Source: an optimization exercise on an open RTL-to-GDS flow (aim: small area, a short achievable clock period and few clock cycles). Production flows keep margins and buffers that such runs may drop. In this exercise RTL edits were held to simulation tests only and were not proved equivalent to the original. Power figures rest on the tool's default switching activity, not on a simulated workload.

// proc
module proc (
   imem_addr, dmem_addr, dmem_wdata, dmem_en, dmem_wr, halt,
   clk, rst, imem_rdata, dmem_rdata
   );
   input clk;
   input rst;
   output [15:0] imem_addr;
   input  [15:0] imem_rdata;
   output [15:0] dmem_addr;
   output [15:0] dmem_wdata;
   output        dmem_en;
   output        dmem_wr;
   input  [15:0] dmem_rdata;
   output        halt;
   function [16:0] pfx16;
      input [15:0] p, g;
      input        cin;
      reg   [15:0] gg, pp;
      integer      l, m, n;
      begin
         gg = g;
         pp = p;
         gg[0] = g[0] | (p[0] & cin);
         for (l = 1; l < 16; l = l * 2)
            for (m = 0; m < 16; m = m + 1)
               if (m & l) begin
                  n = (m & ~(2 * l - 1)) + l - 1;
                  gg[m] = gg[m] | (pp[m] & gg[n]);
                  pp[m] = pp[m] & pp[n];
               end
         pfx16 = {gg[15], p ^ {gg[14:0], cin}};
      end
   endfunction
   wire [15:0] ni  = imem_rdata;
   wire [4:0]  nop = ni[15:11];
   wire [2:0]  nrs = ni[10:8];
   wire [2:0]  nrt = ni[7:5];
   wire n_rfmt  = (nop[4:3] == 2'b11) & (nop[2:1] != 2'b00);    
   wire n_addi  = (nop == 5'b01000);
   wire n_subi  = (nop == 5'b01001);
   wire n_logi  = (nop[4:1] == 4'b0101);                       
   wire n_shi   = (nop[4:2] == 3'b101);                        
   wire n_st    = (nop == 5'b10000);
   wire n_ld    = (nop == 5'b10001);
   wire n_slbi  = (nop == 5'b10010);
   wire n_stu   = (nop == 5'b10011);
   wire n_btr   = (nop == 5'b11001);
   wire n_lbi   = (nop == 5'b11000);
   wire n_arith = (nop == 5'b11011);                           
   wire n_shr   = (nop == 5'b11010);                           
   wire n_cmp   = (nop[4:2] == 3'b111);                        
   wire n_br    = (nop[4:2] == 3'b011);
   wire n_j     = (nop[4:2] == 3'b001) & ~nop[0];              
   wire n_jr    = (nop[4:2] == 3'b001) &  nop[0];              
   wire n_link  = (nop[4:1] == 4'b0011);                       
  ...
Size in the first run: roughly 85 I/O pins, roughly 14000 sq um of cells after synthesis.
export LEC_CHECK = 0
export ABC_AREA = 1
export CAP_MARGIN = 0
export CORE_MARGIN = 2
export CORE_UTILIZATION = 40
export SETUP_SLACK_MARGIN = 5.0
export SLEW_MARGIN = 0
create_clock -name core_clock -period 9.0 [get_ports {clk}]
run.sh (not shown) runs the stock make flow with config.mk's settings and CLKGATE_MAP_FILE= SYNTH_SCRIPT=/design/flow/synth_recipe.tcl, a recipe that flattens the netlist after the stock synthesis.
The first run finished with timing, DRC and antenna clean.
Testbench counts at the start, summed over its fixed seeds: cycles 87,473.
Rerun with:
==> flow/flow/run.sh (new file) <==
#!/bin/bash
bash standard.sh SETUP_SLACK_MARGIN=5.5 finish > standard.log 2>&1
==> flow/standard.sh (new file) <==
#!/bin/bash
# synth_recipe.tcl (not shown) runs the flow's synth.tcl, then flattens the netlist and writes it again
# the make line also repeats each setting of config.mk as NAME=value (left out here)
make -C /OpenROAD-flow-scripts/flow DESIGN_CONFIG=/design/flow/config.mk WORK_HOME=/design/flow/orfs CLKGATE_MAP_FILE= SYNTH_SCRIPT=/design/flow/synth_recipe.tcl "${@:-finish}"
Settings changed: CAP_MARGIN 0 to 20, CTS_BUF_LIST set to sky130_fd_sc_hd__clkbuf_16, CTS_CLUSTER_DIAMETER set to 100, CTS_CLUSTER_SIZE set to 20, SLEW_MARGIN 0 to 20.
removed: flow/run.sh
Effect: Design area is higher by a few percent; cell count is higher by a few percent; worst hold slack degrades by 55 ps.

========
Another version of the RTL of proc (not shown whole).
For scale: ~1500 cells after synthesis, roughly 230 flip-flops, ~85 I/O pins.
// proc
module proc (
   imem_addr, dmem_addr, dmem_wdata, dmem_en, dmem_wr, halt,
   clk, rst, imem_rdata, dmem_rdata
   );
Settings: LEC_CHECK=0, CAP_MARGIN=20, CORE_MARGIN=2, CORE_UTILIZATION=40, SETUP_SLACK_MARGIN=4.5, SLEW_MARGIN=20; clock period 9.0 ns.
Stock flow here: none of the scripts above is used.
Testbench counts at the start, summed over its fixed seeds: cycles 87,473.
Edit:
- SETUP_SLACK_MARGIN: 4.5 -> 4.0
Effect:
- maximum frequency went down by about 4.7%
- final cell count is lower by about 1.6%
- power went down by about 2.6%
- sequential cell count does not change
- final area fell by about 4.3%
- global-route usage shrinks by 0.77 points
- via count shrinks by about 1.3%
- die area stays the same

========
Setup of run A:
The RTL this note starts from:
==> flow/design.v <==
module proc (
   imem_addr, dmem_addr, dmem_wdata, dmem_en, dmem_wr, halt,
   clk, rst, imem_rdata, dmem_rdata
   );
   input clk;
   input rst;
   output [15:0] imem_addr;
   input  [15:0] imem_rdata;
   output [15:0] dmem_addr;
   output [15:0] dmem_wdata;
   output        dmem_en;
   output        dmem_wr;
   input  [15:0] dmem_rdata;
   output        halt;
   function [16:0] pfx16;
      input [15:0] p, g;
      input        cin;
      reg   [15:0] gg, pp;
      integer      l, m, n;
      begin
         gg = g;
         pp = p;
         gg[0] = g[0] | (p[0] & cin);
         for (l = 1; l < 16; l = l * 2)
            for (m = 0; m < 16; m = m + 1)
               if (m & l) begin
                  n = (m & ~(2 * l - 1)) + l - 1;
                  gg[m] = gg[m] | (pp[m] & gg[n]);
                  pp[m] = pp[m] & pp[n];
               end
         pfx16 = {gg[15], p ^ {gg[14:0], cin}};
      end
   endfunction
   wire [15:0] ni  = imem_rdata;
   wire [4:0]  nop = ni[15:11];
   wire [2:0]  nrs = ni[10:8];
   wire [2:0]  nrt = ni[7:5];
   wire n_rfmt  = (nop[4:3] == 2'b11) & (nop[2:1] != 2'b00);    
   wire n_addi  = (nop == 5'b01000);
   wire n_subi  = (nop == 5'b01001);
   wire n_logi  = (nop[4:1] == 4'b0101);                       
   wire n_shi   = (nop[4:2] == 3'b101);                        
   wire n_st    = (nop == 5'b10000);
   wire n_ld    = (nop == 5'b10001);
   wire n_slbi  = (nop == 5'b10010);
   wire n_stu   = (nop == 5'b10011);
   wire n_btr   = (nop == 5'b11001);
   wire n_lbi   = (nop == 5'b11000);
   wire n_arith = (nop == 5'b11011);                           
   wire n_shr   = (nop == 5'b11010);                           
   wire n_cmp   = (nop[4:2] == 3'b111);                        
   wire n_br    = (nop[4:2] == 3'b011);
   wire n_j     = (nop[4:2] == 3'b001) & ~nop[0];              
   wire n_jr    = (nop[4:2] == 3'b001) &  nop[0];              
   wire n_link  = (nop[4:1] == 4'b0011);                       
   wire       n_we = n_addi | n_subi | n_logi | n_shi | n_ld | n_slbi | n_stu |
                     n_btr | n_lbi | n_arith | n_shr | n_cmp | n_link;
   wire [2:0] n_wa = n_link ? 3'd7 :
                     (n_lbi | n_slbi | n_stu) ? nrs :
                     (n_btr | n_arith | n_shr | n_cmp) ? ni[4:2] : nrt;
   reg  [15:0] r0, r1, r2, r3, r4, r5, r6, r7;
   reg  [15:0] an, bn;
   always @* begin
      case (nrs)
        3'd0: an = r0; 3'd1: an = r1; 3'd2: an = r2; 3'd3: an = r3;
        3'd4: an = r4; 3'd5: an = r5; 3'd6: an = r6; default: an = r7;
      endcase
      case (nrt)
        3'd0: bn = r0; 3'd1: bn = r1; 3'd2: bn = r2; 3'd3: bn = r3;
        3'd4: bn = r4; 3'd5: bn = r5; 3'd6: bn = r6; default: bn = r7;
      endcase
   end
   reg  [15:1] f;            
   reg  [7:0]  agl;          
   reg         x_inc, x_dec;     
   reg  [15:1] bt;           
   reg         nx_f, nx_bt, nx_agu;  
   reg  [15:0] a, b;         
   reg         we;
   reg  [2:0]  wa;
   reg         x_en, x_wr, x_halt;
   reg         x_sub, x_andn;
   reg  [1:0]  x_sht, x_cmpt;
   reg         s_agu, s_add, s_log, s_sh, s_btr, s_cmp, s_imm, s_slbi, s_ld, s_link;
   wire [15:8] agh   = x_inc ? a[15:8] + 8'd1 : x_dec ? a[15:8] - 8'd1 : a[15:8];
   wire [15:0] agu   = {agh, agl};
   assign dmem_addr  = agu;
   assign dmem_wdata = b;
   assign dmem_en    = x_en;
   assign dmem_wr    = x_wr;
   assign halt       = x_halt;
   wire [15:1] nxt   = ({15{nx_f}} & f) | ({15{nx_bt}} & bt) | ({15{nx_agu}} & agu[15:1]);
   assign imem_addr  = {nxt, 1'b0};
   wire [15:0] ax   = x_sub ? ~a : a;
   wire [16:0] sum  = pfx16(ax ^ b, ax & b, x_sub);
   wire        eq   = (a == b);
   wire        sle  = (a[15] & ~b[15]) | (~(a[15] ^ b[15]) & sum[16]);
   wire        cmpb = (x_cmpt == 2'd0) ? eq :
                      (x_cmpt == 2'd1) ? (sle & ~eq) :
                      (x_cmpt == 2'd2) ? sle : sum[16];
   wire [15:0] lres = x_andn ? (a & ~b) : (a ^ b);
   wire [3:0]  k    = b[3:0];
   wire [15:0] t1   = k[0] ? {a[14:0], a[15]}      : a;
   wire [15:0] t2   = k[1] ? {t1[13:0], t1[15:14]} : t1;
   wire [15:0] t3   = k[2] ? {t2[11:0], t2[15:12]} : t2;
   wire [15:0] rot  = k[3] ? {t3[7:0], t3[15:8]}   : t3;
   reg  [15:0] mask, btr;
   integer i;
   always @* begin
      for (i = 0; i < 16; i = i + 1) begin
         mask[i] = ~x_sht[0] | (x_sht[1] ? (i < k || k == 4'd0) : (i >= k));
         btr[i]  = a[15 - i];
      end
   end
   wire [15:0] shres = rot & mask;
   wire [15:0] wd = ({16{s_agu}}  & agu) |
                    ({16{s_add}}  & sum[15:0]) |
                    ({16{s_log}}  & lres) |
                    ({16{s_sh}}   & shres) |
                    ({16{s_btr}}  & btr) |
                    ({16{s_cmp}}  & {15'd0, cmpb}) |
                    ({16{s_imm}}  & {s_slbi ? a[7:0] : b[15:8], b[7:0]}) |
                    ({16{s_ld}}   & dmem_rdata) |
                    ({16{s_link}} & {f, 1'b0});
   always @(posedge clk) begin
      if (we) begin
         case (wa)
           3'd0: r0 <= wd; 3'd1: r1 <= wd; 3'd2: r2 <= wd; 3'd3: r3 <= wd;
           3'd4: r4 <= wd; 3'd5: r5 <= wd; 3'd6: r6 <= wd; default: r7 <= wd;
         endcase
      end
   end
   wire [15:0] n_s5 = {{11{ni[4]}}, ni[4:0]};
   wire [15:0] n_z5 = {11'd0, ni[4:0]};
   wire [15:0] n_s8 = {{8{ni[7]}}, ni[7:0]};
   wire [15:0] fa   = (we && wa == nrs) ? wd : an;
   wire [15:0] fb   = (we && wa == nrt) ? wd : bn;
   wire [7:0]  n_imm = n_jr ? ni[7:0] : {{3{ni[4]}}, ni[4:0]};
   wire [8:0]  n_agl = {1'b0, fa[7:0]} + {1'b0, n_imm};
   wire [15:1] n_off = n_j ? {{5{ni[10]}}, ni[10:1]} : {{8{ni[7]}}, ni[7:1]};
   wire [3:0]  n_cnt = n_shi ? ni[3:0] : fb[3:0];
   wire        n_rgt = n_shi ? nop[1] : ni[1];
   wire [3:0]  n_k   = n_rgt ? 4'd0 - n_cnt : n_cnt;
   wire        n_az  = ~|fa;
   wire        n_tk  = n_j | (n_br & ((nop[1:0] == 2'b00) ?  n_az :
                                      (nop[1:0] == 2'b01) ? ~n_az :
                                      (nop[1:0] == 2'b10) ?  fa[15] : ~fa[15]));
   always @(posedge clk) begin
      a <= fa;
      b <= n_subi           ? n_s5 :
           (n_shi | n_shr)  ? {12'd0, n_k} :
           n_logi           ? n_z5 :
           (n_lbi | n_slbi) ? n_s8 : fb;
      agl   <= n_agl[7:0];
      x_inc <= n_agl[8] & ~n_imm[7];
      x_dec <= ~n_agl[8] & n_imm[7];
      bt    <= nxt + n_off + 15'd1;
      f        <= rst ? 15'd0 : nxt + 15'd1;
      we     <= ~rst & n_we;
      wa     <= n_wa;
      nx_f   <= rst | ~(n_jr | n_tk);
      nx_bt  <= ~rst & n_tk;
      nx_agu <= ~rst & n_jr;
      x_en   <= ~rst & (n_st | n_ld | n_stu);
      x_wr   <= ~rst & (n_st | n_stu);
      x_halt <= ~rst & (nop == 5'b00000);
      x_sub  <= n_subi | (n_arith & (ni[1:0] == 2'b01)) | (n_cmp & (nop[1:0] == 2'b01 || nop[1:0] == 2'b10));
      x_andn <= n_rfmt ? ni[0] : nop[0];
      x_sht  <= n_rfmt ? ni[1:0] : nop[1:0];
      x_cmpt <= nop[1:0];
      s_agu  <= n_addi | n_stu;
      s_add  <= n_subi | (n_arith & ~ni[1]);
      s_log  <= n_logi | (n_arith & ni[1]);
      s_sh   <= n_shi | n_shr;
      s_btr  <= n_btr;
      s_cmp  <= n_cmp;
      s_imm  <= n_lbi | n_slbi;
      s_slbi <= n_slbi;
      s_ld   <= n_ld;
      s_link <= n_link;
   end
endmodule
==> flow/config.mk <==
export PLATFORM = sky130hd
export DESIGN_NAME = proc
export DESIGN_NICKNAME = proc
export VERILOG_FILES = /design/flow/design.v
export SDC_FILE = /design/flow/constraint.sdc
export NUM_CORES = 4
export LEC_CHECK = 0
export ABC_AREA = 1
export CAP_MARGIN = 20
export CORE_MARGIN = 2
export CORE_UTILIZATION = 40
export CTS_BUF_LIST = sky130_fd_sc_hd__clkbuf_16
export CTS_CLUSTER_DIAMETER = 100
export CTS_CLUSTER_SIZE = 20
export SETUP_SLACK_MARGIN = 5.0
export SLEW_MARGIN = 20
==> flow/constraint.sdc <==
create_clock -name core_clock -period 9.0 [get_ports {clk}]
set_input_delay 1.8000 -clock core_clock [delete_from_list [all_inputs] [get_ports {clk}]]
set_output_delay 1.8000 -clock core_clock [all_outputs]
set_load 0.01 [all_outputs]
standard.sh (not shown) runs the stock make flow with config.mk's settings and CLKGATE_MAP_FILE= SYNTH_SCRIPT=/design/flow/synth_recipe.tcl, a recipe that flattens the netlist after the stock synthesis.
==> flow/flow/run.sh <==
#!/bin/bash
# Standard layout, unchanged; logs kept in the work folder.
bash standard.sh > standard.log 2>&1
Testbench counts of run A, summed over its fixed seeds: cycles 87,473.
Input changes introduced in run B (baseline for comparison: run A):
Settings: setting PLACE_DENSITY to 0.5 for the first time.
==> flow/run.sh (new file) <==
#!/bin/bash
# synth_recipe.tcl (not shown) runs the flow's synth.tcl, then flattens the netlist and writes it again
# the make line also repeats each setting of config.mk as NAME=value (left out here)
make -C /OpenROAD-flow-scripts/flow DESIGN_CONFIG=/design/flow/config.mk WORK_HOME=/design/flow/orfs CLKGATE_MAP_FILE= SYNTH_SCRIPT=/design/flow/synth_recipe.tcl finish
removed: flow/flow/run.sh
removed: flow/standard.sh
## What came out
Run B: flow completed, timing, DRC and antenna clean
Diff run B and run A: number of buffers inserted by post-CTS setup repair higher in run B
Re synthesized area: no difference whatsoever between run A and run B.
Relative to run A, clock buffer count has gone up in run B.
Taking run A over run B, the count of buffers not belonging to the clock network in the layout ratio works out to 0.80.
The following lists how run C was set up differently from run B:
Settings: GPL_TIMING_DRIVEN now 0, previously not set; PLACE_DENSITY no longer set, was 0.5.
Notes after the runs:
Run C completed every stage of the flow, and the final layout passed the timing, DRC and antenna checks.
In summary, run B completed successfully, with a layout that passed the timing, DRC and antenna checks.
Run C has less setup slack than run B.
met3 wirelength from detailed routing was lower in the run labelled run B.
| number of vias per cell | run C vs run B | 0.87% higher |
Compared with run B, run C shows a fraction of area in registers that is 0.64 points lower.
Run C against run B: post-CTS setup repair buffer count lower; internal portion of total power went up 0.41%; global-route wire length before repair fell by 440 um; hold slack shrank by 32 ps.
Input changes introduced in run D (baseline for comparison: run C):
Settings: SETUP_SLACK_MARGIN changed from 5.0 to 4.5; GPL_TIMING_DRIVEN removed (was 0).
[summary]
- Maximum clock insertion buffer count: run D vs run C identical
- Summary of run D over run C: static leakage power lower, count of multi-input combinational gates roughly the same, combinational fraction of design power lower, met1 layer usage reported by global route lower.
- Compared with run C, run D is the less power-hungry design.
- Critical path depth (run D over run C): decrease, 2
- When run D is measured against run C, its total cell area at the placement stage turns out about 2.2% lower.
- STATUS cell area after layout: run D wins against run C
- Run D against run C: wire length moved down, global-route wire length before repair moved down.
Changes in run E relative to run D:
Settings: SETUP_SLACK_MARGIN changed from 4.5 to 5.0.
--- outcome ---
- The worst setup timing slack at the placement stage of run E is higher than that of run D.
- Diff run D -> run E: vias per cell now smaller; number of cells on the worst hold path now smaller; core utilization now larger; number of DRC violations after detailed-routing iteration 0 now smaller.
- Run D -> run E: number of sequential cells delta 0, exact match
- Power, run E vs run D: up by a few percent

[afterwards: timing with drivers on the ports]
In the flow no input, the clock included, has a driving cell. The finished layouts below were timed again as built, in two steps. Step 1 assumes that a clkbuf_16 drives the clock port and a buf_2 every other input. Step 2, shift: input delay + t, output delay - t, t = (earliest + latest rising clock arrival at the registers) / 2. This alone moves slack from input paths to output paths. a / b / c = ideal ports / drivers / drivers and shift; a / b = the first two.
run | t, ns | setup slack, ns | worst setup path after step 2
the first run of note 1 | 0.590 | 5.037 / 4.982 / 4.568 | input to register
the second run of note 1 | 0.544 | 5.164 / 5.114 / 4.640 | input to register
the first run of note 2 | 0.609 | 4.334 / 4.273 / 3.664 | input to register
the second run of note 2 | 0.587 | 4.105 / 4.104 / 3.543 | input to register
run A | 0.554 | 5.035 / 4.982 / 4.533 | input to register
run B | 0.547 | 5.048 / 4.995 / 4.574 | input to register
run C | 0.546 | 5.011 / 4.958 / 4.487 | input to register
run D | 0.554 | 4.577 / 4.519 / 4.123 | input to register
run E | 0.554 | 5.035 / 4.982 / 4.533 | input to register
After both steps setup and hold are still met in every run listed. The setup slack of the first run of note 2, which loses most, moves by -0.061 ns with the drivers and by -0.670 ns with both steps.
